What follows belongs to an exercise in optimizing a design on an open flow for small area; a production flow would make more cautious choices.
Only the layout flow was run in this run; the RTL was not checked for function there.
No activity file was given, so power comes from the tool's default toggle rates.

File: design.v
module lif_neuron (
    input  wire        clk,
    input  wire        rst,
    input  wire [15:0] threshold,
    input  wire [15:0] leak_rate,
    input  wire [7:0]  refractory,
    input  wire        leaky_enable,
    input  wire        reset_on_spike,
    input  wire [15:0] input_neuron_id,
    input  wire [7:0]  synapse_weight,
    input  wire        spike_in_valid,
    output wire        spike_in_ready,
    output reg  [15:0] output_neuron_id,
    output reg         spike_out_valid,
    input  wire        spike_out_ready,
    input  wire [15:0] neuron_id,
    output reg  [15:0] membrane_potential,
    output wire        in_refractory,
    output reg  [7:0]  refract_counter
);
    localparam S_IDLE = 2'd0, S_INT = 2'd1, S_SPK = 2'd2, S_REF = 2'd3;
    reg  [1:0] state;
    wire [15:0] m = membrane_potential;
    wire [7:0]  cnt = refract_counter;
    wire is_ref  = |cnt;
    wire st_idle = (state == S_IDLE);
    wire st_int  = (state == S_INT);
    wire st_spk  = (state == S_SPK);
    wire fire = st_spk & spike_out_ready;           
    wire nfire = ~fire;
    wire leak = st_idle & leaky_enable;
    wire [16:0] gc;
    assign gc[0] = 1'b1;
    genvar gi;
    generate
        for (gi = 0; gi < 15; gi = gi + 1) begin : g_cmp
            assign gc[gi + 1] = (m[gi] & ~threshold[gi]) | (m[gi] & gc[gi]) | (~threshold[gi] & gc[gi]);
        end
    endgenerate
    assign gc[16] = (~m[15] & threshold[15]) | (~m[15] & gc[15]) | (threshold[15] & gc[15]);
    wire ge = gc[16];
    wire take = st_int & ge;                        
    wire [14:0] leak_res;
    lif_leak u_leak (.m(m[14:0]), .l(leak_rate), .y(leak_res));
    wire [15:0] wext = {{8{synapse_weight[7]}}, synapse_weight};
    wire [15:0] addend, sum;
    wire [16:0] ac;
    assign ac[0] = fire;
    generate
        for (gi = 0; gi < 16; gi = gi + 1) begin : g_add
            lif_addend u_ad (.s(st_int), .w(wext[gi]), .nf(nfire), .t(threshold[gi]), .y(addend[gi]));
            lif_fa u_fa (.a(m[gi]), .b(addend[gi]), .c(ac[gi]), .s(sum[gi]), .co(ac[gi + 1]));
        end
    endgenerate
    wire k_leak = leak & ~rst & ~m[15];
    wire k_sum  = ~leak & ~rst & ~(fire & reset_on_spike);
    wire [15:0] m_next;
    generate
        for (gi = 0; gi < 15; gi = gi + 1) begin : g_mn
            lif_ao22 u_mn (.a(k_leak), .b(leak_res[gi]), .c(k_sum), .d(sum[gi]), .y(m_next[gi]));
        end
    endgenerate
    assign m_next[15] = k_sum & sum[15];
    wire k_id_ld = ~rst & take;
    wire k_id_hd = ~rst & ~take;
    wire [15:0] id_next;
    generate
        for (gi = 0; gi < 16; gi = gi + 1) begin : g_id
            lif_ao22 u_id (.a(k_id_ld), .b(neuron_id[gi]), .c(k_id_hd), .d(output_neuron_id[gi]), .y(id_next[gi]));
        end
    endgenerate
    wire [7:0] dec = cnt - {7'd0, is_ref};
    wire k_c_ld = ~rst & fire;
    wire k_c_dn = ~rst & ~fire;
    wire [7:0] cnt_next;
    generate
        for (gi = 0; gi < 8; gi = gi + 1) begin : g_cn
            lif_ao22 u_cn (.a(k_c_ld), .b(refractory[gi]), .c(k_c_dn), .d(dec[gi]), .y(cnt_next[gi]));
        end
    endgenerate
    reg [1:0] state_next;
    always @(*) begin
        case (state)
            S_IDLE:  state_next = spike_in_valid ? S_INT : S_IDLE;
            S_INT:   state_next = ge ? S_SPK : S_IDLE;
            S_SPK:   state_next = spike_out_ready ? S_REF : S_SPK;
            default: state_next = is_ref ? S_REF : S_IDLE;
        endcase
    end
    always @(posedge clk) begin
        membrane_potential <= m_next;
        output_neuron_id <= id_next;
        refract_counter <= cnt_next;
        spike_out_valid <= ~rst & st_spk & ~spike_out_ready;
        state <= rst ? S_IDLE : state_next;
    end
    assign spike_in_ready = ~is_ref & ~st_spk;
    assign in_refractory = is_ref;
endmodule
module lif_fa (
    input  wire a,
    input  wire b,
    input  wire c,
    output wire s,
    output wire co
);
    assign s = a ^ b ^ c;
    assign co = (a & b) | (a & c) | (b & c);
endmodule
module lif_ao22 (
    input  wire a,
    input  wire b,
    input  wire c,
    input  wire d,
    output wire y
);
    assign y = (a & b) | (c & d);
endmodule
module lif_addend (
    input  wire s,
    input  wire w,
    input  wire nf,
    input  wire t,
    output wire y
);
    assign y = (s & w) | ~(nf | t);
endmodule
module lif_leak (
    input  wire [14:0] m,
    input  wire [15:0] l,
    output wire [14:0] y
);
    wire pp_0_0 = ~(m[0] & l[0]);
    wire pp_0_1 = ~(m[0] & l[1]);
    wire pp_0_2 = ~(m[0] & l[2]);
    wire pp_0_3 = ~(m[0] & l[3]);
    wire pp_0_4 = ~(m[0] & l[4]);
    wire pp_0_5 = ~(m[0] & l[5]);
    wire pp_0_6 = ~(m[0] & l[6]);
    wire pp_0_7 = ~(m[0] & l[7]);
    wire pp_0_8 = ~(m[0] & l[8]);
    wire pp_0_9 = ~(m[0] & l[9]);
    wire pp_0_10 = ~(m[0] & l[10]);
    wire pp_0_11 = ~(m[0] & l[11]);
    wire pp_0_12 = ~(m[0] & l[12]);
    wire pp_0_13 = ~(m[0] & l[13]);
    wire pp_0_14 = ~(m[0] & l[14]);
    wire pp_0_15 = ~(m[0] & l[15]);
    wire pp_1_0 = ~(m[1] & l[0]);
    wire pp_1_1 = ~(m[1] & l[1]);
    wire pp_1_2 = ~(m[1] & l[2]);
    wire pp_1_3 = ~(m[1] & l[3]);
    wire pp_1_4 = ~(m[1] & l[4]);
    wire pp_1_5 = ~(m[1] & l[5]);
    wire pp_1_6 = ~(m[1] & l[6]);
    wire pp_1_7 = ~(m[1] & l[7]);
    wire pp_1_8 = ~(m[1] & l[8]);
    wire pp_1_9 = ~(m[1] & l[9]);
    wire pp_1_10 = ~(m[1] & l[10]);
    wire pp_1_11 = ~(m[1] & l[11]);
    wire pp_1_12 = ~(m[1] & l[12]);
    wire pp_1_13 = ~(m[1] & l[13]);
    wire pp_1_14 = ~(m[1] & l[14]);
    wire pp_1_15 = ~(m[1] & l[15]);
    wire pp_2_0 = ~(m[2] & l[0]);
    wire pp_2_1 = ~(m[2] & l[1]);
    wire pp_2_2 = ~(m[2] & l[2]);
    wire pp_2_3 = ~(m[2] & l[3]);
    wire pp_2_4 = ~(m[2] & l[4]);
    wire pp_2_5 = ~(m[2] & l[5]);
    wire pp_2_6 = ~(m[2] & l[6]);
    wire pp_2_7 = ~(m[2] & l[7]);
    wire pp_2_8 = ~(m[2] & l[8]);
    wire pp_2_9 = ~(m[2] & l[9]);
    wire pp_2_10 = ~(m[2] & l[10]);
    wire pp_2_11 = ~(m[2] & l[11]);
    wire pp_2_12 = ~(m[2] & l[12]);
    wire pp_2_13 = ~(m[2] & l[13]);
    wire pp_2_14 = ~(m[2] & l[14]);
    wire pp_2_15 = ~(m[2] & l[15]);
    wire pp_3_0 = ~(m[3] & l[0]);
    wire pp_3_1 = ~(m[3] & l[1]);
    wire pp_3_2 = ~(m[3] & l[2]);
    wire pp_3_3 = ~(m[3] & l[3]);
    wire pp_3_4 = ~(m[3] & l[4]);
    wire pp_3_5 = ~(m[3] & l[5]);
    wire pp_3_6 = ~(m[3] & l[6]);
    wire pp_3_7 = ~(m[3] & l[7]);
    wire pp_3_8 = ~(m[3] & l[8]);
    wire pp_3_9 = ~(m[3] & l[9]);
    wire pp_3_10 = ~(m[3] & l[10]);
    wire pp_3_11 = ~(m[3] & l[11]);
    wire pp_3_12 = ~(m[3] & l[12]);
    wire pp_3_13 = ~(m[3] & l[13]);
    wire pp_3_14 = ~(m[3] & l[14]);
    wire pp_3_15 = ~(m[3] & l[15]);
    wire pp_4_0 = ~(m[4] & l[0]);
    wire pp_4_1 = ~(m[4] & l[1]);
    wire pp_4_2 = ~(m[4] & l[2]);
    wire pp_4_3 = ~(m[4] & l[3]);
    wire pp_4_4 = ~(m[4] & l[4]);
    wire pp_4_5 = ~(m[4] & l[5]);
    wire pp_4_6 = ~(m[4] & l[6]);
    wire pp_4_7 = ~(m[4] & l[7]);
    wire pp_4_8 = ~(m[4] & l[8]);
    wire pp_4_9 = ~(m[4] & l[9]);
    wire pp_4_10 = ~(m[4] & l[10]);
    wire pp_4_11 = ~(m[4] & l[11]);
    wire pp_4_12 = ~(m[4] & l[12]);
    wire pp_4_13 = ~(m[4] & l[13]);
    wire pp_4_14 = ~(m[4] & l[14]);
    wire pp_4_15 = ~(m[4] & l[15]);
    wire pp_5_0 = ~(m[5] & l[0]);
    wire pp_5_1 = ~(m[5] & l[1]);
    wire pp_5_2 = ~(m[5] & l[2]);
    wire pp_5_3 = ~(m[5] & l[3]);
    wire pp_5_4 = ~(m[5] & l[4]);
    wire pp_5_5 = ~(m[5] & l[5]);
    wire pp_5_6 = ~(m[5] & l[6]);
    wire pp_5_7 = ~(m[5] & l[7]);
    wire pp_5_8 = ~(m[5] & l[8]);
    wire pp_5_9 = ~(m[5] & l[9]);
    wire pp_5_10 = ~(m[5] & l[10]);
    wire pp_5_11 = ~(m[5] & l[11]);
    wire pp_5_12 = ~(m[5] & l[12]);
    wire pp_5_13 = ~(m[5] & l[13]);
    wire pp_5_14 = ~(m[5] & l[14]);
    wire pp_5_15 = ~(m[5] & l[15]);
    wire pp_6_0 = ~(m[6] & l[0]);
    wire pp_6_1 = ~(m[6] & l[1]);
    wire pp_6_2 = ~(m[6] & l[2]);
    wire pp_6_3 = ~(m[6] & l[3]);
    wire pp_6_4 = ~(m[6] & l[4]);
    wire pp_6_5 = ~(m[6] & l[5]);
    wire pp_6_6 = ~(m[6] & l[6]);
    wire pp_6_7 = ~(m[6] & l[7]);
    wire pp_6_8 = ~(m[6] & l[8]);
    wire pp_6_9 = ~(m[6] & l[9]);
    wire pp_6_10 = ~(m[6] & l[10]);
    wire pp_6_11 = ~(m[6] & l[11]);
    wire pp_6_12 = ~(m[6] & l[12]);
    wire pp_6_13 = ~(m[6] & l[13]);
    wire pp_6_14 = ~(m[6] & l[14]);
    wire pp_6_15 = ~(m[6] & l[15]);
    wire pp_7_0 = ~(m[7] & l[0]);
    wire pp_7_1 = ~(m[7] & l[1]);
    wire pp_7_2 = ~(m[7] & l[2]);
    wire pp_7_3 = ~(m[7] & l[3]);
    wire pp_7_4 = ~(m[7] & l[4]);
    wire pp_7_5 = ~(m[7] & l[5]);
    wire pp_7_6 = ~(m[7] & l[6]);
    wire pp_7_7 = ~(m[7] & l[7]);
    wire pp_7_8 = ~(m[7] & l[8]);
    wire pp_7_9 = ~(m[7] & l[9]);
    wire pp_7_10 = ~(m[7] & l[10]);
    wire pp_7_11 = ~(m[7] & l[11]);
    wire pp_7_12 = ~(m[7] & l[12]);
    wire pp_7_13 = ~(m[7] & l[13]);
    wire pp_7_14 = ~(m[7] & l[14]);
    wire pp_7_15 = ~(m[7] & l[15]);
    wire pp_8_0 = ~(m[8] & l[0]);
    wire pp_8_1 = ~(m[8] & l[1]);
    wire pp_8_2 = ~(m[8] & l[2]);
    wire pp_8_3 = ~(m[8] & l[3]);
    wire pp_8_4 = ~(m[8] & l[4]);
    wire pp_8_5 = ~(m[8] & l[5]);
    wire pp_8_6 = ~(m[8] & l[6]);
    wire pp_8_7 = ~(m[8] & l[7]);
    wire pp_8_8 = ~(m[8] & l[8]);
    wire pp_8_9 = ~(m[8] & l[9]);
    wire pp_8_10 = ~(m[8] & l[10]);
    wire pp_8_11 = ~(m[8] & l[11]);
    wire pp_8_12 = ~(m[8] & l[12]);
    wire pp_8_13 = ~(m[8] & l[13]);
    wire pp_8_14 = ~(m[8] & l[14]);
    wire pp_8_15 = ~(m[8] & l[15]);
    wire pp_9_0 = ~(m[9] & l[0]);
    wire pp_9_1 = ~(m[9] & l[1]);
    wire pp_9_2 = ~(m[9] & l[2]);
    wire pp_9_3 = ~(m[9] & l[3]);
    wire pp_9_4 = ~(m[9] & l[4]);
    wire pp_9_5 = ~(m[9] & l[5]);
    wire pp_9_6 = ~(m[9] & l[6]);
    wire pp_9_7 = ~(m[9] & l[7]);
    wire pp_9_8 = ~(m[9] & l[8]);
    wire pp_9_9 = ~(m[9] & l[9]);
    wire pp_9_10 = ~(m[9] & l[10]);
    wire pp_9_11 = ~(m[9] & l[11]);
    wire pp_9_12 = ~(m[9] & l[12]);
    wire pp_9_13 = ~(m[9] & l[13]);
    wire pp_9_14 = ~(m[9] & l[14]);
    wire pp_9_15 = ~(m[9] & l[15]);
    wire pp_10_0 = ~(m[10] & l[0]);
    wire pp_10_1 = ~(m[10] & l[1]);
    wire pp_10_2 = ~(m[10] & l[2]);
    wire pp_10_3 = ~(m[10] & l[3]);
    wire pp_10_4 = ~(m[10] & l[4]);
    wire pp_10_5 = ~(m[10] & l[5]);
    wire pp_10_6 = ~(m[10] & l[6]);
    wire pp_10_7 = ~(m[10] & l[7]);
    wire pp_10_8 = ~(m[10] & l[8]);
    wire pp_10_9 = ~(m[10] & l[9]);
    wire pp_10_10 = ~(m[10] & l[10]);
    wire pp_10_11 = ~(m[10] & l[11]);
    wire pp_10_12 = ~(m[10] & l[12]);
    wire pp_10_13 = ~(m[10] & l[13]);
    wire pp_10_14 = ~(m[10] & l[14]);
    wire pp_10_15 = ~(m[10] & l[15]);
    wire pp_11_0 = ~(m[11] & l[0]);
    wire pp_11_1 = ~(m[11] & l[1]);
    wire pp_11_2 = ~(m[11] & l[2]);
    wire pp_11_3 = ~(m[11] & l[3]);
    wire pp_11_4 = ~(m[11] & l[4]);
    wire pp_11_5 = ~(m[11] & l[5]);
    wire pp_11_6 = ~(m[11] & l[6]);
    wire pp_11_7 = ~(m[11] & l[7]);
    wire pp_11_8 = ~(m[11] & l[8]);
    wire pp_11_9 = ~(m[11] & l[9]);
    wire pp_11_10 = ~(m[11] & l[10]);
    wire pp_11_11 = ~(m[11] & l[11]);
    wire pp_11_12 = ~(m[11] & l[12]);
    wire pp_11_13 = ~(m[11] & l[13]);
    wire pp_11_14 = ~(m[11] & l[14]);
    wire pp_11_15 = ~(m[11] & l[15]);
    wire pp_12_0 = ~(m[12] & l[0]);
    wire pp_12_1 = ~(m[12] & l[1]);
    wire pp_12_2 = ~(m[12] & l[2]);
    wire pp_12_3 = ~(m[12] & l[3]);
    wire pp_12_4 = ~(m[12] & l[4]);
    wire pp_12_5 = ~(m[12] & l[5]);
    wire pp_12_6 = ~(m[12] & l[6]);
    wire pp_12_7 = ~(m[12] & l[7]);
    wire pp_12_8 = ~(m[12] & l[8]);
    wire pp_12_9 = ~(m[12] & l[9]);
    wire pp_12_10 = ~(m[12] & l[10]);
    wire pp_12_11 = ~(m[12] & l[11]);
    wire pp_12_12 = ~(m[12] & l[12]);
    wire pp_12_13 = ~(m[12] & l[13]);
    wire pp_12_14 = ~(m[12] & l[14]);
    wire pp_12_15 = ~(m[12] & l[15]);
    wire pp_13_0 = ~(m[13] & l[0]);
    wire pp_13_1 = ~(m[13] & l[1]);
    wire pp_13_2 = ~(m[13] & l[2]);
    wire pp_13_3 = ~(m[13] & l[3]);
    wire pp_13_4 = ~(m[13] & l[4]);
    wire pp_13_5 = ~(m[13] & l[5]);
    wire pp_13_6 = ~(m[13] & l[6]);
    wire pp_13_7 = ~(m[13] & l[7]);
    wire pp_13_8 = ~(m[13] & l[8]);
    wire pp_13_9 = ~(m[13] & l[9]);
    wire pp_13_10 = ~(m[13] & l[10]);
    wire pp_13_11 = ~(m[13] & l[11]);
    wire pp_13_12 = ~(m[13] & l[12]);
    wire pp_13_13 = ~(m[13] & l[13]);
    wire pp_13_14 = ~(m[13] & l[14]);
    wire pp_13_15 = ~(m[13] & l[15]);
    wire pp_14_0 = ~(m[14] & l[0]);
    wire pp_14_1 = ~(m[14] & l[1]);
    wire pp_14_2 = ~(m[14] & l[2]);
    wire pp_14_3 = ~(m[14] & l[3]);
    wire pp_14_4 = ~(m[14] & l[4]);
    wire pp_14_5 = ~(m[14] & l[5]);
    wire pp_14_6 = ~(m[14] & l[6]);
    wire pp_14_7 = ~(m[14] & l[7]);
    wire pp_14_8 = ~(m[14] & l[8]);
    wire pp_14_9 = ~(m[14] & l[9]);
    wire pp_14_10 = ~(m[14] & l[10]);
    wire pp_14_11 = ~(m[14] & l[11]);
    wire pp_14_12 = ~(m[14] & l[12]);
    wire pp_14_13 = ~(m[14] & l[13]);
    wire pp_14_14 = ~(m[14] & l[14]);
    wire pp_14_15 = ~(m[14] & l[15]);
    wire hs1, hc2;
    lif_fa u_hs1 (.a(pp_0_13), .b(pp_1_12), .c(1'b1), .s(hs1), .co(hc2));
    wire fs3, fc4;
    lif_fa u_fs3 (.a(pp_0_14), .b(pp_1_13), .c(pp_2_12), .s(fs3), .co(fc4));
    wire hs5, hc6;
    lif_fa u_hs5 (.a(pp_3_11), .b(pp_4_10), .c(1'b1), .s(hs5), .co(hc6));
    wire fs7, fc8;
    lif_fa u_fs7 (.a(pp_0_15), .b(pp_1_14), .c(pp_2_13), .s(fs7), .co(fc8));
    wire fs9, fc10;
    lif_fa u_fs9 (.a(pp_3_12), .b(pp_4_11), .c(pp_5_10), .s(fs9), .co(fc10));
    wire fs11, fc12;
    lif_fa u_fs11 (.a(m[0]), .b(pp_1_15), .c(pp_2_14), .s(fs11), .co(fc12));
    wire fs13, fc14;
    lif_fa u_fs13 (.a(pp_3_13), .b(pp_4_12), .c(pp_5_11), .s(fs13), .co(fc14));
    wire fs15, fc16;
    lif_fa u_fs15 (.a(m[1]), .b(pp_2_15), .c(pp_3_14), .s(fs15), .co(fc16));
    wire hs17, hc18;
    lif_fa u_hs17 (.a(pp_4_13), .b(pp_5_12), .c(1'b1), .s(hs17), .co(hc18));
    wire fs19, fc20;
    lif_fa u_fs19 (.a(m[2]), .b(pp_3_15), .c(pp_4_14), .s(fs19), .co(fc20));
    wire hs21, hc22;
    lif_fa u_hs21 (.a(pp_0_9), .b(pp_1_8), .c(1'b1), .s(hs21), .co(hc22));
    wire fs23, fc24;
    lif_fa u_fs23 (.a(pp_0_10), .b(pp_1_9), .c(pp_2_8), .s(fs23), .co(fc24));
    wire hs25, hc26;
    lif_fa u_hs25 (.a(pp_3_7), .b(pp_4_6), .c(1'b1), .s(hs25), .co(hc26));
    wire fs27, fc28;
    lif_fa u_fs27 (.a(pp_0_11), .b(pp_1_10), .c(pp_2_9), .s(fs27), .co(fc28));
    wire fs29, fc30;
    lif_fa u_fs29 (.a(pp_3_8), .b(pp_4_7), .c(pp_5_6), .s(fs29), .co(fc30));
    wire hs31, hc32;
    lif_fa u_hs31 (.a(pp_6_5), .b(pp_7_4), .c(1'b1), .s(hs31), .co(hc32));
    wire fs33, fc34;
    lif_fa u_fs33 (.a(pp_0_12), .b(pp_1_11), .c(pp_2_10), .s(fs33), .co(fc34));
    wire fs35, fc36;
    lif_fa u_fs35 (.a(pp_3_9), .b(pp_4_8), .c(pp_5_7), .s(fs35), .co(fc36));
    wire fs37, fc38;
    lif_fa u_fs37 (.a(pp_6_6), .b(pp_7_5), .c(pp_8_4), .s(fs37), .co(fc38));
    wire hs39, hc40;
    lif_fa u_hs39 (.a(pp_9_3), .b(pp_10_2), .c(1'b1), .s(hs39), .co(hc40));
    wire fs41, fc42;
    lif_fa u_fs41 (.a(pp_2_11), .b(pp_3_10), .c(pp_4_9), .s(fs41), .co(fc42));
    wire fs43, fc44;
    lif_fa u_fs43 (.a(pp_5_8), .b(pp_6_7), .c(pp_7_6), .s(fs43), .co(fc44));
    wire fs45, fc46;
    lif_fa u_fs45 (.a(pp_8_5), .b(pp_9_4), .c(pp_10_3), .s(fs45), .co(fc46));
    wire fs47, fc48;
    lif_fa u_fs47 (.a(pp_11_2), .b(pp_12_1), .c(pp_13_0), .s(fs47), .co(fc48));
    wire fs49, fc50;
    lif_fa u_fs49 (.a(pp_5_9), .b(pp_6_8), .c(pp_7_7), .s(fs49), .co(fc50));
    wire fs51, fc52;
    lif_fa u_fs51 (.a(pp_8_6), .b(pp_9_5), .c(pp_10_4), .s(fs51), .co(fc52));
    wire fs53, fc54;
    lif_fa u_fs53 (.a(pp_11_3), .b(pp_12_2), .c(pp_13_1), .s(fs53), .co(fc54));
    wire fs55, fc56;
    lif_fa u_fs55 (.a(pp_14_0), .b(hs5), .c(hc2), .s(fs55), .co(fc56));
    wire fs57, fc58;
    lif_fa u_fs57 (.a(pp_6_9), .b(pp_7_8), .c(pp_8_7), .s(fs57), .co(fc58));
    wire fs59, fc60;
    lif_fa u_fs59 (.a(pp_9_6), .b(pp_10_5), .c(pp_11_4), .s(fs59), .co(fc60));
    wire fs61, fc62;
    lif_fa u_fs61 (.a(pp_12_3), .b(pp_13_2), .c(pp_14_1), .s(fs61), .co(fc62));
    wire fs63, fc64;
    lif_fa u_fs63 (.a(hc6), .b(fs7), .c(fs9), .s(fs63), .co(fc64));
    wire fs65, fc66;
    lif_fa u_fs65 (.a(pp_6_10), .b(pp_7_9), .c(pp_8_8), .s(fs65), .co(fc66));
    wire fs67, fc68;
    lif_fa u_fs67 (.a(pp_9_7), .b(pp_10_6), .c(pp_11_5), .s(fs67), .co(fc68));
    wire fs69, fc70;
    lif_fa u_fs69 (.a(pp_12_4), .b(pp_13_3), .c(pp_14_2), .s(fs69), .co(fc70));
    wire fs71, fc72;
    lif_fa u_fs71 (.a(fs11), .b(fs13), .c(fc8), .s(fs71), .co(fc72));
    wire fs73, fc74;
    lif_fa u_fs73 (.a(pp_6_11), .b(pp_7_10), .c(pp_8_9), .s(fs73), .co(fc74));
    wire fs75, fc76;
    lif_fa u_fs75 (.a(pp_9_8), .b(pp_10_7), .c(pp_11_6), .s(fs75), .co(fc76));
    wire fs77, fc78;
    lif_fa u_fs77 (.a(pp_12_5), .b(pp_13_4), .c(pp_14_3), .s(fs77), .co(fc78));
    wire fs79, fc80;
    lif_fa u_fs79 (.a(hs17), .b(fs15), .c(fc12), .s(fs79), .co(fc80));
    wire fs81, fc82;
    lif_fa u_fs81 (.a(pp_5_13), .b(pp_6_12), .c(pp_7_11), .s(fs81), .co(fc82));
    wire fs83, fc84;
    lif_fa u_fs83 (.a(pp_8_10), .b(pp_9_9), .c(pp_10_8), .s(fs83), .co(fc84));
    wire fs85, fc86;
    lif_fa u_fs85 (.a(pp_11_7), .b(pp_12_6), .c(pp_13_5), .s(fs85), .co(fc86));
    wire fs87, fc88;
    lif_fa u_fs87 (.a(pp_14_4), .b(hc18), .c(fs19), .s(fs87), .co(fc88));
    wire fs89, fc90;
    lif_fa u_fs89 (.a(m[3]), .b(pp_4_15), .c(pp_5_14), .s(fs89), .co(fc90));
    wire fs91, fc92;
    lif_fa u_fs91 (.a(pp_6_13), .b(pp_7_12), .c(pp_8_11), .s(fs91), .co(fc92));
    wire fs93, fc94;
    lif_fa u_fs93 (.a(pp_9_10), .b(pp_10_9), .c(pp_11_8), .s(fs93), .co(fc94));
    wire fs95, fc96;
    lif_fa u_fs95 (.a(pp_12_7), .b(pp_13_6), .c(pp_14_5), .s(fs95), .co(fc96));
    wire fs97, fc98;
    lif_fa u_fs97 (.a(m[4]), .b(pp_5_15), .c(pp_6_14), .s(fs97), .co(fc98));
    wire fs99, fc100;
    lif_fa u_fs99 (.a(pp_7_13), .b(pp_8_12), .c(pp_9_11), .s(fs99), .co(fc100));
    wire fs101, fc102;
    lif_fa u_fs101 (.a(pp_10_10), .b(pp_11_9), .c(pp_12_8), .s(fs101), .co(fc102));
    wire fs103, fc104;
    lif_fa u_fs103 (.a(m[5]), .b(pp_6_15), .c(pp_7_14), .s(fs103), .co(fc104));
    wire fs105, fc106;
    lif_fa u_fs105 (.a(pp_8_13), .b(pp_9_12), .c(pp_10_11), .s(fs105), .co(fc106));
    wire fs107, fc108;
    lif_fa u_fs107 (.a(m[6]), .b(pp_7_15), .c(pp_8_14), .s(fs107), .co(fc108));
    wire hs109, hc110;
    lif_fa u_hs109 (.a(pp_0_6), .b(pp_1_5), .c(1'b1), .s(hs109), .co(hc110));
    wire fs111, fc112;
    lif_fa u_fs111 (.a(pp_0_7), .b(pp_1_6), .c(pp_2_5), .s(fs111), .co(fc112));
    wire hs113, hc114;
    lif_fa u_hs113 (.a(pp_3_4), .b(pp_4_3), .c(1'b1), .s(hs113), .co(hc114));
    wire fs115, fc116;
    lif_fa u_fs115 (.a(pp_0_8), .b(pp_1_7), .c(pp_2_6), .s(fs115), .co(fc116));
    wire fs117, fc118;
    lif_fa u_fs117 (.a(pp_3_5), .b(pp_4_4), .c(pp_5_3), .s(fs117), .co(fc118));
    wire hs119, hc120;
    lif_fa u_hs119 (.a(pp_6_2), .b(pp_7_1), .c(1'b1), .s(hs119), .co(hc120));
    wire fs121, fc122;
    lif_fa u_fs121 (.a(pp_2_7), .b(pp_3_6), .c(pp_4_5), .s(fs121), .co(fc122));
    wire fs123, fc124;
    lif_fa u_fs123 (.a(pp_5_4), .b(pp_6_3), .c(pp_7_2), .s(fs123), .co(fc124));
    wire fs125, fc126;
    lif_fa u_fs125 (.a(pp_8_1), .b(pp_9_0), .c(hs21), .s(fs125), .co(fc126));
    wire fs127, fc128;
    lif_fa u_fs127 (.a(pp_5_5), .b(pp_6_4), .c(pp_7_3), .s(fs127), .co(fc128));
    wire fs129, fc130;
    lif_fa u_fs129 (.a(pp_8_2), .b(pp_9_1), .c(pp_10_0), .s(fs129), .co(fc130));
    wire fs131, fc132;
    lif_fa u_fs131 (.a(hs25), .b(hc22), .c(fs23), .s(fs131), .co(fc132));
    wire fs133, fc134;
    lif_fa u_fs133 (.a(pp_8_3), .b(pp_9_2), .c(pp_10_1), .s(fs133), .co(fc134));
    wire fs135, fc136;
    lif_fa u_fs135 (.a(pp_11_0), .b(hs31), .c(hc26), .s(fs135), .co(fc136));
    wire fs137, fc138;
    lif_fa u_fs137 (.a(fs27), .b(fs29), .c(fc24), .s(fs137), .co(fc138));
    wire fs139, fc140;
    lif_fa u_fs139 (.a(pp_11_1), .b(pp_12_0), .c(hs39), .s(fs139), .co(fc140));
    wire fs141, fc142;
    lif_fa u_fs141 (.a(hc32), .b(fs33), .c(fs35), .s(fs141), .co(fc142));
    wire fs143, fc144;
    lif_fa u_fs143 (.a(fs37), .b(fc28), .c(fc30), .s(fs143), .co(fc144));
    wire fs145, fc146;
    lif_fa u_fs145 (.a(hs1), .b(hc40), .c(fs41), .s(fs145), .co(fc146));
    wire fs147, fc148;
    lif_fa u_fs147 (.a(fs43), .b(fs45), .c(fs47), .s(fs147), .co(fc148));
    wire fs149, fc150;
    lif_fa u_fs149 (.a(fc34), .b(fc36), .c(fc38), .s(fs149), .co(fc150));
    wire fs151, fc152;
    lif_fa u_fs151 (.a(fs3), .b(fs49), .c(fs51), .s(fs151), .co(fc152));
    wire fs153, fc154;
    lif_fa u_fs153 (.a(fs53), .b(fc42), .c(fc44), .s(fs153), .co(fc154));
    wire fs155, fc156;
    lif_fa u_fs155 (.a(fc46), .b(fc48), .c(fs55), .s(fs155), .co(fc156));
    wire fs157, fc158;
    lif_fa u_fs157 (.a(fc4), .b(fs57), .c(fs59), .s(fs157), .co(fc158));
    wire fs159, fc160;
    lif_fa u_fs159 (.a(fs61), .b(fc50), .c(fc52), .s(fs159), .co(fc160));
    wire fs161, fc162;
    lif_fa u_fs161 (.a(fc54), .b(fc56), .c(fs63), .s(fs161), .co(fc162));
    wire fs163, fc164;
    lif_fa u_fs163 (.a(fc10), .b(fs65), .c(fs67), .s(fs163), .co(fc164));
    wire fs165, fc166;
    lif_fa u_fs165 (.a(fs69), .b(fc58), .c(fc60), .s(fs165), .co(fc166));
    wire fs167, fc168;
    lif_fa u_fs167 (.a(fc62), .b(fs71), .c(fc64), .s(fs167), .co(fc168));
    wire fs169, fc170;
    lif_fa u_fs169 (.a(fc14), .b(fs73), .c(fs75), .s(fs169), .co(fc170));
    wire fs171, fc172;
    lif_fa u_fs171 (.a(fs77), .b(fc66), .c(fc68), .s(fs171), .co(fc172));
    wire fs173, fc174;
    lif_fa u_fs173 (.a(fc70), .b(fs79), .c(fc72), .s(fs173), .co(fc174));
    wire fs175, fc176;
    lif_fa u_fs175 (.a(fc16), .b(fs81), .c(fs83), .s(fs175), .co(fc176));
    wire fs177, fc178;
    lif_fa u_fs177 (.a(fs85), .b(fc74), .c(fc76), .s(fs177), .co(fc178));
    wire fs179, fc180;
    lif_fa u_fs179 (.a(fc78), .b(fs87), .c(fc80), .s(fs179), .co(fc180));
    wire fs181, fc182;
    lif_fa u_fs181 (.a(fc20), .b(fs89), .c(fs91), .s(fs181), .co(fc182));
    wire fs183, fc184;
    lif_fa u_fs183 (.a(fs93), .b(fs95), .c(fc82), .s(fs183), .co(fc184));
    wire fs185, fc186;
    lif_fa u_fs185 (.a(fc84), .b(fc86), .c(fc88), .s(fs185), .co(fc186));
    wire fs187, fc188;
    lif_fa u_fs187 (.a(pp_13_7), .b(pp_14_6), .c(fs97), .s(fs187), .co(fc188));
    wire fs189, fc190;
    lif_fa u_fs189 (.a(fs99), .b(fs101), .c(fc90), .s(fs189), .co(fc190));
    wire fs191, fc192;
    lif_fa u_fs191 (.a(fc92), .b(fc94), .c(fc96), .s(fs191), .co(fc192));
    wire fs193, fc194;
    lif_fa u_fs193 (.a(pp_11_10), .b(pp_12_9), .c(pp_13_8), .s(fs193), .co(fc194));
    wire fs195, fc196;
    lif_fa u_fs195 (.a(pp_14_7), .b(fs103), .c(fs105), .s(fs195), .co(fc196));
    wire fs197, fc198;
    lif_fa u_fs197 (.a(fc98), .b(fc100), .c(fc102), .s(fs197), .co(fc198));
    wire fs199, fc200;
    lif_fa u_fs199 (.a(pp_9_13), .b(pp_10_12), .c(pp_11_11), .s(fs199), .co(fc200));
    wire fs201, fc202;
    lif_fa u_fs201 (.a(pp_12_10), .b(pp_13_9), .c(pp_14_8), .s(fs201), .co(fc202));
    wire fs203, fc204;
    lif_fa u_fs203 (.a(fs107), .b(fc104), .c(fc106), .s(fs203), .co(fc204));
    wire fs205, fc206;
    lif_fa u_fs205 (.a(m[7]), .b(pp_8_15), .c(pp_9_14), .s(fs205), .co(fc206));
    wire fs207, fc208;
    lif_fa u_fs207 (.a(pp_10_13), .b(pp_11_12), .c(pp_12_11), .s(fs207), .co(fc208));
    wire fs209, fc210;
    lif_fa u_fs209 (.a(pp_13_10), .b(pp_14_9), .c(fc108), .s(fs209), .co(fc210));
    wire fs211, fc212;
    lif_fa u_fs211 (.a(m[8]), .b(pp_9_15), .c(pp_10_14), .s(fs211), .co(fc212));
    wire fs213, fc214;
    lif_fa u_fs213 (.a(pp_11_13), .b(pp_12_12), .c(pp_13_11), .s(fs213), .co(fc214));
    wire fs215, fc216;
    lif_fa u_fs215 (.a(m[9]), .b(pp_10_15), .c(pp_11_14), .s(fs215), .co(fc216));
    wire hs217, hc218;
    lif_fa u_hs217 (.a(pp_0_4), .b(pp_1_3), .c(1'b1), .s(hs217), .co(hc218));
    wire fs219, fc220;
    lif_fa u_fs219 (.a(pp_0_5), .b(pp_1_4), .c(pp_2_3), .s(fs219), .co(fc220));
    wire hs221, hc222;
    lif_fa u_hs221 (.a(pp_3_2), .b(pp_4_1), .c(1'b1), .s(hs221), .co(hc222));
    wire fs223, fc224;
    lif_fa u_fs223 (.a(pp_2_4), .b(pp_3_3), .c(pp_4_2), .s(fs223), .co(fc224));
    wire fs225, fc226;
    lif_fa u_fs225 (.a(pp_5_1), .b(pp_6_0), .c(hs109), .s(fs225), .co(fc226));
    wire fs227, fc228;
    lif_fa u_fs227 (.a(pp_5_2), .b(pp_6_1), .c(pp_7_0), .s(fs227), .co(fc228));
    wire fs229, fc230;
    lif_fa u_fs229 (.a(hs113), .b(hc110), .c(fs111), .s(fs229), .co(fc230));
    wire fs231, fc232;
    lif_fa u_fs231 (.a(pp_8_0), .b(hs119), .c(hc114), .s(fs231), .co(fc232));
    wire fs233, fc234;
    lif_fa u_fs233 (.a(fs115), .b(fs117), .c(fc112), .s(fs233), .co(fc234));
    wire fs235, fc236;
    lif_fa u_fs235 (.a(hc120), .b(fs121), .c(fs123), .s(fs235), .co(fc236));
    wire fs237, fc238;
    lif_fa u_fs237 (.a(fc116), .b(fc118), .c(fs125), .s(fs237), .co(fc238));
    wire fs239, fc240;
    lif_fa u_fs239 (.a(fs127), .b(fs129), .c(fc122), .s(fs239), .co(fc240));
    wire fs241, fc242;
    lif_fa u_fs241 (.a(fc124), .b(fc126), .c(fs131), .s(fs241), .co(fc242));
    wire fs243, fc244;
    lif_fa u_fs243 (.a(fs133), .b(fc128), .c(fc130), .s(fs243), .co(fc244));
    wire fs245, fc246;
    lif_fa u_fs245 (.a(fs135), .b(fs137), .c(fc132), .s(fs245), .co(fc246));
    wire fs247, fc248;
    lif_fa u_fs247 (.a(fc134), .b(fs139), .c(fc136), .s(fs247), .co(fc248));
    wire fs249, fc250;
    lif_fa u_fs249 (.a(fs141), .b(fs143), .c(fc138), .s(fs249), .co(fc250));
    wire fs251, fc252;
    lif_fa u_fs251 (.a(fc140), .b(fs145), .c(fs147), .s(fs251), .co(fc252));
    wire fs253, fc254;
    lif_fa u_fs253 (.a(fs149), .b(fc142), .c(fc144), .s(fs253), .co(fc254));
    wire fs255, fc256;
    lif_fa u_fs255 (.a(fs151), .b(fs153), .c(fc146), .s(fs255), .co(fc256));
    wire fs257, fc258;
    lif_fa u_fs257 (.a(fc148), .b(fc150), .c(fs155), .s(fs257), .co(fc258));
    wire fs259, fc260;
    lif_fa u_fs259 (.a(fs157), .b(fs159), .c(fc152), .s(fs259), .co(fc260));
    wire fs261, fc262;
    lif_fa u_fs261 (.a(fc154), .b(fc156), .c(fs161), .s(fs261), .co(fc262));
    wire fs263, fc264;
    lif_fa u_fs263 (.a(fs163), .b(fs165), .c(fc158), .s(fs263), .co(fc264));
    wire fs265, fc266;
    lif_fa u_fs265 (.a(fc160), .b(fs167), .c(fc162), .s(fs265), .co(fc266));
    wire fs267, fc268;
    lif_fa u_fs267 (.a(fs169), .b(fs171), .c(fc164), .s(fs267), .co(fc268));
    wire fs269, fc270;
    lif_fa u_fs269 (.a(fc166), .b(fs173), .c(fc168), .s(fs269), .co(fc270));
    wire fs271, fc272;
    lif_fa u_fs271 (.a(fs175), .b(fs177), .c(fc170), .s(fs271), .co(fc272));
    wire fs273, fc274;
    lif_fa u_fs273 (.a(fc172), .b(fs179), .c(fc174), .s(fs273), .co(fc274));
    wire fs275, fc276;
    lif_fa u_fs275 (.a(fs181), .b(fs183), .c(fc176), .s(fs275), .co(fc276));
    wire fs277, fc278;
    lif_fa u_fs277 (.a(fc178), .b(fs185), .c(fc180), .s(fs277), .co(fc278));
    wire fs279, fc280;
    lif_fa u_fs279 (.a(fs187), .b(fs189), .c(fs191), .s(fs279), .co(fc280));
    wire fs281, fc282;
    lif_fa u_fs281 (.a(fc182), .b(fc184), .c(fc186), .s(fs281), .co(fc282));
    wire fs283, fc284;
    lif_fa u_fs283 (.a(fs193), .b(fs195), .c(fs197), .s(fs283), .co(fc284));
    wire fs285, fc286;
    lif_fa u_fs285 (.a(fc188), .b(fc190), .c(fc192), .s(fs285), .co(fc286));
    wire fs287, fc288;
    lif_fa u_fs287 (.a(fs199), .b(fs201), .c(fc194), .s(fs287), .co(fc288));
    wire fs289, fc290;
    lif_fa u_fs289 (.a(fs203), .b(fc196), .c(fc198), .s(fs289), .co(fc290));
    wire fs291, fc292;
    lif_fa u_fs291 (.a(fs205), .b(fs207), .c(fc200), .s(fs291), .co(fc292));
    wire fs293, fc294;
    lif_fa u_fs293 (.a(fc202), .b(fs209), .c(fc204), .s(fs293), .co(fc294));
    wire fs295, fc296;
    lif_fa u_fs295 (.a(pp_14_10), .b(fs211), .c(fs213), .s(fs295), .co(fc296));
    wire fs297, fc298;
    lif_fa u_fs297 (.a(fc206), .b(fc208), .c(fc210), .s(fs297), .co(fc298));
    wire fs299, fc300;
    lif_fa u_fs299 (.a(pp_12_13), .b(pp_13_12), .c(pp_14_11), .s(fs299), .co(fc300));
    wire fs301, fc302;
    lif_fa u_fs301 (.a(fs215), .b(fc212), .c(fc214), .s(fs301), .co(fc302));
    wire fs303, fc304;
    lif_fa u_fs303 (.a(m[10]), .b(pp_11_15), .c(pp_12_14), .s(fs303), .co(fc304));
    wire fs305, fc306;
    lif_fa u_fs305 (.a(pp_13_13), .b(pp_14_12), .c(fc216), .s(fs305), .co(fc306));
    wire fs307, fc308;
    lif_fa u_fs307 (.a(m[11]), .b(pp_12_15), .c(pp_13_14), .s(fs307), .co(fc308));
    wire hs309, hc310;
    lif_fa u_hs309 (.a(pp_0_3), .b(pp_1_2), .c(1'b1), .s(hs309), .co(hc310));
    wire fs311, fc312;
    lif_fa u_fs311 (.a(pp_2_2), .b(pp_3_1), .c(pp_4_0), .s(fs311), .co(fc312));
    wire fs313, fc314;
    lif_fa u_fs313 (.a(pp_5_0), .b(hs221), .c(hc218), .s(fs313), .co(fc314));
    wire fs315, fc316;
    lif_fa u_fs315 (.a(hc222), .b(fs223), .c(fc220), .s(fs315), .co(fc316));
    wire fs317, fc318;
    lif_fa u_fs317 (.a(fs227), .b(fc224), .c(fc226), .s(fs317), .co(fc318));
    wire fs319, fc320;
    lif_fa u_fs319 (.a(fc228), .b(fs231), .c(fs233), .s(fs319), .co(fc320));
    wire fs321, fc322;
    lif_fa u_fs321 (.a(fc232), .b(fs235), .c(fc234), .s(fs321), .co(fc322));
    wire fs323, fc324;
    lif_fa u_fs323 (.a(fs239), .b(fc236), .c(fc238), .s(fs323), .co(fc324));
    wire fs325, fc326;
    lif_fa u_fs325 (.a(fs243), .b(fc240), .c(fs245), .s(fs325), .co(fc326));
    wire fs327, fc328;
    lif_fa u_fs327 (.a(fc244), .b(fs247), .c(fs249), .s(fs327), .co(fc328));
    wire fs329, fc330;
    lif_fa u_fs329 (.a(fc248), .b(fs251), .c(fs253), .s(fs329), .co(fc330));
    wire fs331, fc332;
    lif_fa u_fs331 (.a(fs255), .b(fc252), .c(fc254), .s(fs331), .co(fc332));
    wire fs333, fc334;
    lif_fa u_fs333 (.a(fs259), .b(fc256), .c(fc258), .s(fs333), .co(fc334));
    wire fs335, fc336;
    lif_fa u_fs335 (.a(fs263), .b(fc260), .c(fs265), .s(fs335), .co(fc336));
    wire fs337, fc338;
    lif_fa u_fs337 (.a(fs267), .b(fc264), .c(fs269), .s(fs337), .co(fc338));
    wire fs339, fc340;
    lif_fa u_fs339 (.a(fs271), .b(fc268), .c(fs273), .s(fs339), .co(fc340));
    wire fs341, fc342;
    lif_fa u_fs341 (.a(fs275), .b(fc272), .c(fs277), .s(fs341), .co(fc342));
    wire fs343, fc344;
    lif_fa u_fs343 (.a(fs279), .b(fc276), .c(fs281), .s(fs343), .co(fc344));
    wire fs345, fc346;
    lif_fa u_fs345 (.a(fs283), .b(fs285), .c(fc280), .s(fs345), .co(fc346));
    wire fs347, fc348;
    lif_fa u_fs347 (.a(fs287), .b(fs289), .c(fc284), .s(fs347), .co(fc348));
    wire fs349, fc350;
    lif_fa u_fs349 (.a(fs291), .b(fc288), .c(fs293), .s(fs349), .co(fc350));
    wire fs351, fc352;
    lif_fa u_fs351 (.a(fs295), .b(fc292), .c(fs297), .s(fs351), .co(fc352));
    wire fs353, fc354;
    lif_fa u_fs353 (.a(fs299), .b(fs301), .c(fc296), .s(fs353), .co(fc354));
    wire fs355, fc356;
    lif_fa u_fs355 (.a(fs303), .b(fc300), .c(fs305), .s(fs355), .co(fc356));
    wire fs357, fc358;
    lif_fa u_fs357 (.a(pp_14_13), .b(fs307), .c(fc304), .s(fs357), .co(fc358));
    wire fs359, fc360;
    lif_fa u_fs359 (.a(m[12]), .b(pp_13_15), .c(pp_14_14), .s(fs359), .co(fc360));
    wire hs361, hc362;
    lif_fa u_hs361 (.a(pp_0_2), .b(pp_1_1), .c(1'b1), .s(hs361), .co(hc362));
    wire fs363, fc364;
    lif_fa u_fs363 (.a(pp_2_1), .b(pp_3_0), .c(hs309), .s(fs363), .co(fc364));
    wire fs365, fc366;
    lif_fa u_fs365 (.a(hs217), .b(hc310), .c(fs311), .s(fs365), .co(fc366));
    wire fs367, fc368;
    lif_fa u_fs367 (.a(fs219), .b(fc312), .c(fs313), .s(fs367), .co(fc368));
    wire fs369, fc370;
    lif_fa u_fs369 (.a(fs225), .b(fc314), .c(fs315), .s(fs369), .co(fc370));
    wire fs371, fc372;
    lif_fa u_fs371 (.a(fs229), .b(fc316), .c(fs317), .s(fs371), .co(fc372));
    wire fs373, fc374;
    lif_fa u_fs373 (.a(fc230), .b(fc318), .c(fs319), .s(fs373), .co(fc374));
    wire fs375, fc376;
    lif_fa u_fs375 (.a(fs237), .b(fs321), .c(fc320), .s(fs375), .co(fc376));
    wire fs377, fc378;
    lif_fa u_fs377 (.a(fs241), .b(fc322), .c(fs323), .s(fs377), .co(fc378));
    wire fs379, fc380;
    lif_fa u_fs379 (.a(fc242), .b(fc324), .c(fs325), .s(fs379), .co(fc380));
    wire fs381, fc382;
    lif_fa u_fs381 (.a(fc246), .b(fs327), .c(fc326), .s(fs381), .co(fc382));
    wire fs383, fc384;
    lif_fa u_fs383 (.a(fc250), .b(fs329), .c(fc328), .s(fs383), .co(fc384));
    wire fs385, fc386;
    lif_fa u_fs385 (.a(fs257), .b(fs331), .c(fc330), .s(fs385), .co(fc386));
    wire fs387, fc388;
    lif_fa u_fs387 (.a(fs261), .b(fc332), .c(fs333), .s(fs387), .co(fc388));
    wire fs389, fc390;
    lif_fa u_fs389 (.a(fc262), .b(fc334), .c(fs335), .s(fs389), .co(fc390));
    wire fs391, fc392;
    lif_fa u_fs391 (.a(fc266), .b(fs337), .c(fc336), .s(fs391), .co(fc392));
    wire fs393, fc394;
    lif_fa u_fs393 (.a(fc270), .b(fs339), .c(fc338), .s(fs393), .co(fc394));
    wire fs395, fc396;
    lif_fa u_fs395 (.a(fc274), .b(fs341), .c(fc340), .s(fs395), .co(fc396));
    wire fs397, fc398;
    lif_fa u_fs397 (.a(fc278), .b(fs343), .c(fc342), .s(fs397), .co(fc398));
    wire fs399, fc400;
    lif_fa u_fs399 (.a(fc282), .b(fs345), .c(fc344), .s(fs399), .co(fc400));
    wire fs401, fc402;
    lif_fa u_fs401 (.a(fc286), .b(fs347), .c(fc346), .s(fs401), .co(fc402));
    wire fs403, fc404;
    lif_fa u_fs403 (.a(fc290), .b(fs349), .c(fc348), .s(fs403), .co(fc404));
    wire fs405, fc406;
    lif_fa u_fs405 (.a(fc294), .b(fs351), .c(fc350), .s(fs405), .co(fc406));
    wire fs407, fc408;
    lif_fa u_fs407 (.a(fc298), .b(fs353), .c(fc352), .s(fs407), .co(fc408));
    wire fs409, fc410;
    lif_fa u_fs409 (.a(fc302), .b(fs355), .c(fc354), .s(fs409), .co(fc410));
    wire fs411, fc412;
    lif_fa u_fs411 (.a(fc306), .b(fs357), .c(fc356), .s(fs411), .co(fc412));
    wire fs413, fc414;
    lif_fa u_fs413 (.a(fc308), .b(fs359), .c(fc358), .s(fs413), .co(fc414));
    wire fs415, fc416;
    lif_fa u_fs415 (.a(m[13]), .b(pp_14_15), .c(fc360), .s(fs415), .co(fc416));
    wire lc417 = (pp_0_0 & 1'b1) | (pp_0_0 & 1'b1) | (1'b1 & 1'b1);
    wire lc418 = (pp_0_1 & pp_1_0) | (pp_0_1 & lc417) | (pp_1_0 & lc417);
    wire lc419 = (pp_2_0 & hs361) | (pp_2_0 & lc418) | (hs361 & lc418);
    wire lc420 = (fs363 & hc362) | (fs363 & lc419) | (hc362 & lc419);
    wire lc421 = (fs365 & fc364) | (fs365 & lc420) | (fc364 & lc420);
    wire lc422 = (fs367 & fc366) | (fs367 & lc421) | (fc366 & lc421);
    wire lc423 = (fs369 & fc368) | (fs369 & lc422) | (fc368 & lc422);
    wire lc424 = (fs371 & fc370) | (fs371 & lc423) | (fc370 & lc423);
    wire lc425 = (fs373 & fc372) | (fs373 & lc424) | (fc372 & lc424);
    wire lc426 = (fs375 & fc374) | (fs375 & lc425) | (fc374 & lc425);
    wire lc427 = (fs377 & fc376) | (fs377 & lc426) | (fc376 & lc426);
    wire lc428 = (fs379 & fc378) | (fs379 & lc427) | (fc378 & lc427);
    wire lc429 = (fs381 & fc380) | (fs381 & lc428) | (fc380 & lc428);
    wire lc430 = (fs383 & fc382) | (fs383 & lc429) | (fc382 & lc429);
    wire lc431 = (fs385 & fc384) | (fs385 & lc430) | (fc384 & lc430);
    wire lc432 = (fs387 & fc386) | (fs387 & lc431) | (fc386 & lc431);
    wire hc433;
    lif_fa u_hc433 (.a(fs389), .b(fc388), .c(lc432), .s(y[0]), .co(hc433));
    wire hc434;
    lif_fa u_hc434 (.a(fs391), .b(fc390), .c(hc433), .s(y[1]), .co(hc434));
    wire hc435;
    lif_fa u_hc435 (.a(fs393), .b(fc392), .c(hc434), .s(y[2]), .co(hc435));
    wire hc436;
    lif_fa u_hc436 (.a(fs395), .b(fc394), .c(hc435), .s(y[3]), .co(hc436));
    wire hc437;
    lif_fa u_hc437 (.a(fs397), .b(fc396), .c(hc436), .s(y[4]), .co(hc437));
    wire hc438;
    lif_fa u_hc438 (.a(fs399), .b(fc398), .c(hc437), .s(y[5]), .co(hc438));
    wire hc439;
    lif_fa u_hc439 (.a(fs401), .b(fc400), .c(hc438), .s(y[6]), .co(hc439));
    wire hc440;
    lif_fa u_hc440 (.a(fs403), .b(fc402), .c(hc439), .s(y[7]), .co(hc440));
    wire hc441;
    lif_fa u_hc441 (.a(fs405), .b(fc404), .c(hc440), .s(y[8]), .co(hc441));
    wire hc442;
    lif_fa u_hc442 (.a(fs407), .b(fc406), .c(hc441), .s(y[9]), .co(hc442));
    wire hc443;
    lif_fa u_hc443 (.a(fs409), .b(fc408), .c(hc442), .s(y[10]), .co(hc443));
    wire hc444;
    lif_fa u_hc444 (.a(fs411), .b(fc410), .c(hc443), .s(y[11]), .co(hc444));
    wire hc445;
    lif_fa u_hc445 (.a(fs413), .b(fc412), .c(hc444), .s(y[12]), .co(hc445));
    wire hc446;
    lif_fa u_hc446 (.a(fs415), .b(fc414), .c(hc445), .s(y[13]), .co(hc446));
    assign y[14] = (m[14] ^ fc416 ^ hc446);
endmodule
File: flow/run.sh
#!/bin/bash
# Standard ORFS layout (the standard.sh: standard synthesis, floorplan,
# placement, CTS, routing) with these changes:
# - the buffers that buffer_ports puts on every input and output port are the
#   smallest plain buffer (sky130_fd_sc_hd__buf_1) instead of the cell the
#   resizer picks by default;
# - clock tree synthesis uses small clock buffers and no dummy loads;
# - after global routing, repair_timing -recover_power downsizes gates that
#   have timing slack to spare.
set -euo pipefail
cd "$(dirname "$0")/.."
bash standard.sh \
  "BUFFER_PORTS_ARGS=-buffer_cell sky130_fd_sc_hd__buf_1" \
  "CTS_ARGS=-sink_clustering_enable -repair_clock_nets -dont_use_dummy_load -buf_list sky130_fd_sc_hd__clkbuf_8" \
  "RECOVER_POWER=100" \
  finish > make_finish.log 2>&1
File: standard.sh
#!/bin/bash
# synth_recipe.tcl (not shown) runs the flow's synth.tcl, then flattens the netlist and writes it again
# the make line also repeats each setting of config.mk as NAME=value (left out here)
make -C /OpenROAD-flow-scripts/flow DESIGN_CONFIG=/design/flow/config.mk WORK_HOME=/design/flow/orfs CLKGATE_MAP_FILE= SYNTH_SCRIPT=/design/flow/synth_recipe.tcl "${@:-finish}"
File: config.mk
export PLATFORM = sky130hd
export DESIGN_NAME = lif_neuron
export DESIGN_NICKNAME = lif_neuron
export VERILOG_FILES = /design/flow/design.v
export SDC_FILE = /design/flow/constraint.sdc
export NUM_CORES = 4
export LEC_CHECK = 0
export CAP_MARGIN = 20
export CORE_MARGIN = 2
export CORE_UTILIZATION = 40
export GPL_TIMING_DRIVEN = 0
export SLEW_MARGIN = 20
export SYNTH_HIERARCHICAL = 1
export SYNTH_MINIMUM_KEEP_SIZE = 0
File: constraint.sdc
create_clock -name core_clock -period 14.0 [get_ports {clk}]
set_input_delay 2.8000 -clock core_clock [delete_from_list [all_inputs] [get_ports {clk}]]
set_output_delay 2.8000 -clock core_clock [all_outputs]
set_load 0.01 [all_outputs]
==> run notes <==
[flip-flops by register name, indices dropped and copies added, names as in the netlist]
signal              cells
membrane_potential     16
output_neuron_id       16
refract_counter         8
spike_out_valid         1
state                   2
[cell type report]
type	count	share of cell area
inverter	22	0.00922
clock buffer	5	0.00768
timing repair buffer	113	0.0486
buffer	46	0.0194
multi-input combinational	648	0.782
sequential	43	0.0961
tap	265	0.0370
[critical path, delay by kind of cell]
kind            cells  cell delay [ns]
fa+ha+maj          19             8.21
compound gates      4             1.01
simple gates        2             0.29
buf+inv             2             0.88
xor+xnor            2             0.29
[per-stage QoR]
step,std cells,instance area (um^2),power [mW],hold WS [ns],utilization
6_report,1142,8960,2.51,0.472,0.456
2_1_floorplan,759,8130,1.82,0.493,-
3_5_place_dp,1137,8910,2.44,0.452,0.453
3_3_place_gp,1135,8880,2.43,0.451,0.452
5_1_grt,1142,8960,2.88,0.499,0.456
4_1_cts,1142,8980,2.56,0.476,0.457
[per-module statistics from Yosys (local to each module, per instance)]
| module | area [um^2] | flip-flops and latches | cells | copies in the design |
|---|---|---|---|---|
| lif_neuron | 1460 | 43 | 139 | 1 |
| lif_ao22 | 8.76 | 0 | 1 | 39 |
| lif_leak | 1280 | 0 | 314 | 1 |
| lif_addend | 15.0 | 0 | 1 | 16 |
| lif_fa | 20.0 | 0 | 1 | 238 |
[cell usage in the layout (no fill, tap or decap), types with 4 or more instances in the layout]
cell / Yosys / layout
a22o_1: 39 / 39
fa_1: 238 / 238
nand2_1: 243 / 243
nor4_1: 6 / 6
o22ai_1: 5 / 5
buf_1: 0 / 110
xor2_1: 4 / 4
dfxtp_1: 43 / 43
maj3_1: 2 / 5
inv_1: 19 / 20
o2bb2ai_2: 16 / 16
clkbuf_1: 45 / 47
a21oi_1: 6 / 5
nand2b_1: 7 / 7
nor2_1: 10 / 9
conb_1: 1 / 14
xnor2_1: 4 / 4
nor2b_1: 5 / 5
o21ai_0: 4 / 4
clkbuf_8: 0 / 5
[worst max-delay path by stage]
stage                       start                      to  slack, ns  cells after the start
global route         leak_rate[3]  membrane_potential[14]       0.29                     29
floorplan           leak_rate[11]  membrane_potential[14]       1.54                     29
global placement     leak_rate[5]  membrane_potential[14]       0.40                     29
detailed placement  leak_rate[11]  membrane_potential[14]       0.36                     30
CTS                 leak_rate[11]  membrane_potential[14]       0.72                     30
finish               leak_rate[5]  membrane_potential[14]       0.67                     29
[report_power, final]
group	leakage (nW)	total (mW)	internal, mW	switching (mW)
clock network	0.0359	0.0720	0.0322	0.0398
registers	0.352	0.200	0.155	0.0458
logic	2.11	2.24	1.05	1.19
[kinds of logic (layout without fill, tap and decap cells)]
kind of cell,count (synthesis),count (layout),synth area share
AO/OA/AOI/OAI,97,97,0.111
XOR/XNOR,8,8,0.00867
adder cells (fa/ha/maj),245,245,0.599
buffers and inverters,68,186,0.0317
flip-flops,43,43,0.107
other,1,14,0.000464
AND/OR/NAND/NOR,284,284,0.143
[metal layers]
metal,vias to the layer above,part of all wire,GRT usage
met2,200,0.50,0.357
met4,0,0.016,0.0510
met3,28,0.065,0.0363
met1,3100,0.42,0.292
met5,-,0,0
li1,2647,-,-
==> results.cfg <==
[outcome]
outcome = complete, no violations

[worst_hold_path]
hold_end = output_neuron_id[6]
worstHoldPathType = reg -> reg
hp-start = output_neuron_id[6]
hold_depth = 1

[grt]
grt_pass1_wl_mm = 35.7
gr-usage-all-layers = 0.213
grt_pass1_vias = 6828
grt_max_degree = 20
antenna_found_initial = 0
gr-total-overflow = 0

[timing]
finalSetupViolCount = 0
hold_viol = 0
final.period_utilization = 0.952
rsz0062_at_grt = no
skew_ns = 0.00611
max_slew.worst_pin.slew_ns = 1.23
min_period_ns = 13.33
setup_ws_ns = 0.675
max_freq_mhz = 75.0
tns_ns = 0
maxSlewViolCount = 0
slew-limit-headroom = 0.173

[placement]
post-place-ws_ns = 0.356
hpwlAfterDp_mm = 17.6
gp_congestion = 0.851
io_buffers = 111

[detailed_routing]
via_per_inst = 5.23
wl_mm = 21.2
drt-initial-drc-count = 332
ant_nets = 0
drc = 0
dr.pass1.iters = 8
drt-wirelength-per-cell_um = 18.6
vias = 5975

[cells_and_area]
layout.nets = 1205
n_fill_cell = 1965
ff_latch_area_um2 = 861
area_delta_synth_final_pct = 10.8
multi_input_area_um2 = 7000
drive_above_1_share = 0.0319
n_antenna_cell = 0

[critical_path]
r2r-start = membrane_potential[5]
cp.required_ns = 14.20
crit_arrival_ns = 13.52
crit_type = in -> reg
rr_worst_depth = 29
path_max_fanout = 10
reg2reg_slack_ns = 2.59
worst_setup_path_start_kind = primary input
max_stage_delay_ns = 0.55
cp_common_cell = fa_1
slowest_stage = fa_1
cp-end-kind = flop
r2r_end = membrane_potential[14]

[yosys]
synth_edf_count = 0
synth_warnings = 7
ys_seq_area_frac = 0.107
synth_top_flop_cell = dfxtp_1
synth_cell_types = 48
syn_inst = 746
synthTopCellsByArea = fa_1, nand2_1, dfxtp_1
synth.cell_area_um2 = 8080
yosysMostFrequentCell = nand2_1
synth_common_cells = nand2_1, fa_1, clkbuf_1, dfxtp_1, a22o_1
synth_top_cell_by_area = fa_1
yosysTopAreaCellShare = 0.590
async_reset_ff_frac = 0
ys_ff_latch = 43
syn_area_per_cell_um2 = 10.8

[floorplanning]
initial_core_util = 0.411
die_h_um = 146
dieArea_um2 = 21400
fp.coreArea_um2 = 19700
pin_count = 129
fp.dieW_um = 146
row_count = 51

[clocking]
cts.sinks = 43
path_clk_slew_ns = 0.08
clockRootBuffer = clkbuf_8
cts_hold_buf = 0
post_cts_buffers = 0
ctsResizeCount = 0
worstSkewPairLatency_ns = 0.30
numCtsBuffers = 5
cts_tree = done
cts_buffer_depth = 2
ctsHtreeMaxLevel = 2

[run]
cap_violations = 0

[power]
power.density_nw_per_um2 = 281
irDropWorstVdd_mv = 0.161
p_leak_nw = 2.50

-- separate check: timing with driven ports --
The results above use ideal ports. As a check the final layout listed here was re-extracted and re-timed, cells and wires unchanged.
Step 1: set_driving_cell puts a clkbuf_16 on clk and a buf_2 on each other input, an assumption about the parent block.
Step 2 adds t to the input delays and takes it off the output delays; t is the mean of the earliest and latest rising clock arrival at the registers after step 1. Input paths then give back, and output paths get back, about the clock's delay inside the block.
Three values: ideal, step 1, step 2; two values: the first two.
shift t [ns]: 0.329
setup slack, ns: 0.675 / 0.684 / 0.356
hold WS [ns]: 0.472 / 0.472 / 0.472
worst setup path at the end: input to register
worst register clock-pin slew, ns: 0.08 / 0.08
After both steps setup and hold are still met in this run. The setup slack of this run moves by +0.009 ns with the drivers and by -0.319 ns with both steps.
